From an optimization exercise on the open Yosys and OpenROAD flow, aimed at small area; shortcuts taken in it are not production practice.
Only simulation tests tie the RTL to the original design; equivalence was not proved.

== v47 ==
// dtmf
module dtmf
(
	input	wire			clk,
	input	wire			rst,
	input	wire			valid,
	input	wire	[11:0]	data,
	output	reg				newKey,
	output	wire	 [7:0]	theKey,
	output	reg				dtmf_valid,
	output	wire	 [3:0]	dtmf_data
);
function [11:0] coef (input [2:0] i);
	case (i)
		3'd0: coef = 12'd3488;
		3'd1: coef = 12'd3350;
		3'd2: coef = 12'd3200;
		3'd3: coef = 12'd3037;
		3'd4: coef = 12'd2382;
		3'd5: coef = 12'd2066;
		3'd6: coef = 12'd1618;
		default: coef = 12'd1146;
	endcase
endfunction
function [11:0] kneg (input [2:0] i);
	case (i)
		3'd0: kneg = 12'd608;
		3'd1: kneg = 12'd746;
		3'd2: kneg = 12'd896;
		3'd3: kneg = 12'd1059;
		3'd4: kneg = 12'd1714;
		3'd5: kneg = 12'd2030;
		3'd6: kneg = 12'd2478;
		default: kneg = 12'd2950;
	endcase
endfunction
reg [4:0] ph;
wire [1:0] k  = ph[1:0];
wire [2:0] sf = ph[4:2];
wire slot_end = (k == 2'd3);
reg [7:0] cnt;					 
wire vn = valid && (cnt != 8'd0);	 
  ...
Size in the first run: roughly 2,700 cells after synthesis, about 29 I/O pins, ~0.025 mm^2 of cells after synthesis.
Settings: LEC_CHECK=0, ABC_AREA=1, CAP_MARGIN=20, CORE_MARGIN=2, CORE_UTILIZATION=70, PLACE_DENSITY=0.8, SLEW_MARGIN=20; clock period 20.0 ns.
run.sh (not shown) runs the stock make flow with config.mk's settings and CLKGATE_MAP_FILE= SYNTH_SCRIPT=/design/flow/synth_recipe.tcl, a recipe that flattens the netlist after the stock synthesis.
Looking at the reports, v47 completed the entire flow and the layout it produced met the timing, DRC and antenna checks.
#### Input delta (v57 over v47)
-- flow/config.mk --
<<< v47, line 10
export CORE_MARGIN = 2
export CORE_UTILIZATION = 70
export PLACE_DENSITY = 0.8
export SLEW_MARGIN = 20
>>> v57, line 10
export CORE_MARGIN = 2
export CORE_UTILIZATION = 60
export CTS_BUF_LIST = sky130_fd_sc_hd__clkbuf_16
export CTS_CLUSTER_DIAMETER = 80
export CTS_CLUSTER_SIZE = 24
export SLEW_MARGIN = 20
Notes after the runs:
v57 has more setup slack than v47.
Global placer's final weighted congestion: v57 < v47
Going from v47 to v57, the register-to-register slack was found to have gone up by 0.12 ns.
Compared with v47, v57 shows clock-cell share of area lower by 2.3 points.
Taking v47 as the reference, in v57 vertical extent of the die now sits higher.
Compared with v47, v57 shows a higher cell count.
Largest net degree at the start of global routing, v57 and v47: higher on v47
Ratio of final minimum period to clock period: v57 < v47
Diff v47..v57 | total stage count of the critical path | unchanged
Changes in v15 relative to v57:
-- flow/config.mk --
<<< v57, line 12
export CTS_BUF_LIST = sky130_fd_sc_hd__clkbuf_16
export CTS_CLUSTER_DIAMETER = 80
export CTS_CLUSTER_SIZE = 24
export SLEW_MARGIN = 20
>>> v15, line 12
export CTS_BUF_LIST = sky130_fd_sc_hd__clkbuf_16
export CTS_CLUSTER_DIAMETER = 60
export CTS_CLUSTER_SIZE = 30
export SLEW_MARGIN = 20
## What came out
Post-route fraction of the period consumed by the critical path of v15 is on par with v57. Going from v57 to v15, post-layout instance count excluding filler cells roughly the same; number of clock buffers in the layout higher. Changes observed in v15 relative to v57: end-of-flow core utilization now sits higher; clock edge transition at the registers on the reported setup and hold paths now sits at about the same level; sequential fraction of total cell area now sits lower; shortest period the worst path allows now sits higher. v15 vs v57: global-route usage up. In the tables for v15 and v57, design area reads lower with v57.
## Diff of input files: v4 against v15
-- flow/config.mk --
<<< v15, line 12
export CTS_BUF_LIST = sky130_fd_sc_hd__clkbuf_16
export CTS_CLUSTER_DIAMETER = 60
export CTS_CLUSTER_SIZE = 30
>>> v4, line 12
export CTS_BUF_LIST = sky130_fd_sc_hd__clkbuf_16
export CTS_CLUSTER_DIAMETER = 100
export CTS_CLUSTER_SIZE = 30
### Flow results
For v4 and v15, there was not a single run that failed to finish clean. Compound-gate portion of the synthesized area came out exactly the same in v4 and v15. Compared v4 vs v15, and final design utilization is down in v4. v15 leaves less setup margin than v4.

## re-timing with driven ports
The results above use ideal ports. As a check the final layouts listed here were re-extracted and re-timed, cells and wires unchanged.
Step 1: set_driving_cell puts a clkbuf_16 on clk and a buf_2 on each other input, an assumption about the parent block.
Step 2 adds t to the input delays and takes it off the output delays; t is the mean of the earliest and latest rising clock arrival at the registers after step 1. Input paths then give back, and output paths get back, about the clock's delay inside the block.
a / b / c = ideal ports / drivers / drivers and shift; a / b = the first two.
| run | t, ns | setup slack, ns | worst slew at a driven data input, ns | cell pins on the clock port's net |
|---|---|---|---|---|
| v47 | 0.658 | 0.957 / 0.957 / 0.957 | 0.04 | 1 |
| v57 | 0.659 | 1.081 / 1.081 / 1.081 | 0.04 | 1 |
| v15 | 0.605 | 1.068 / 1.068 / 1.068 | 0.04 | 1 |
| v4 | 0.623 | 1.095 / 1.095 / 1.095 | 0.04 | 1 |
After both steps every run listed still meets setup and hold.
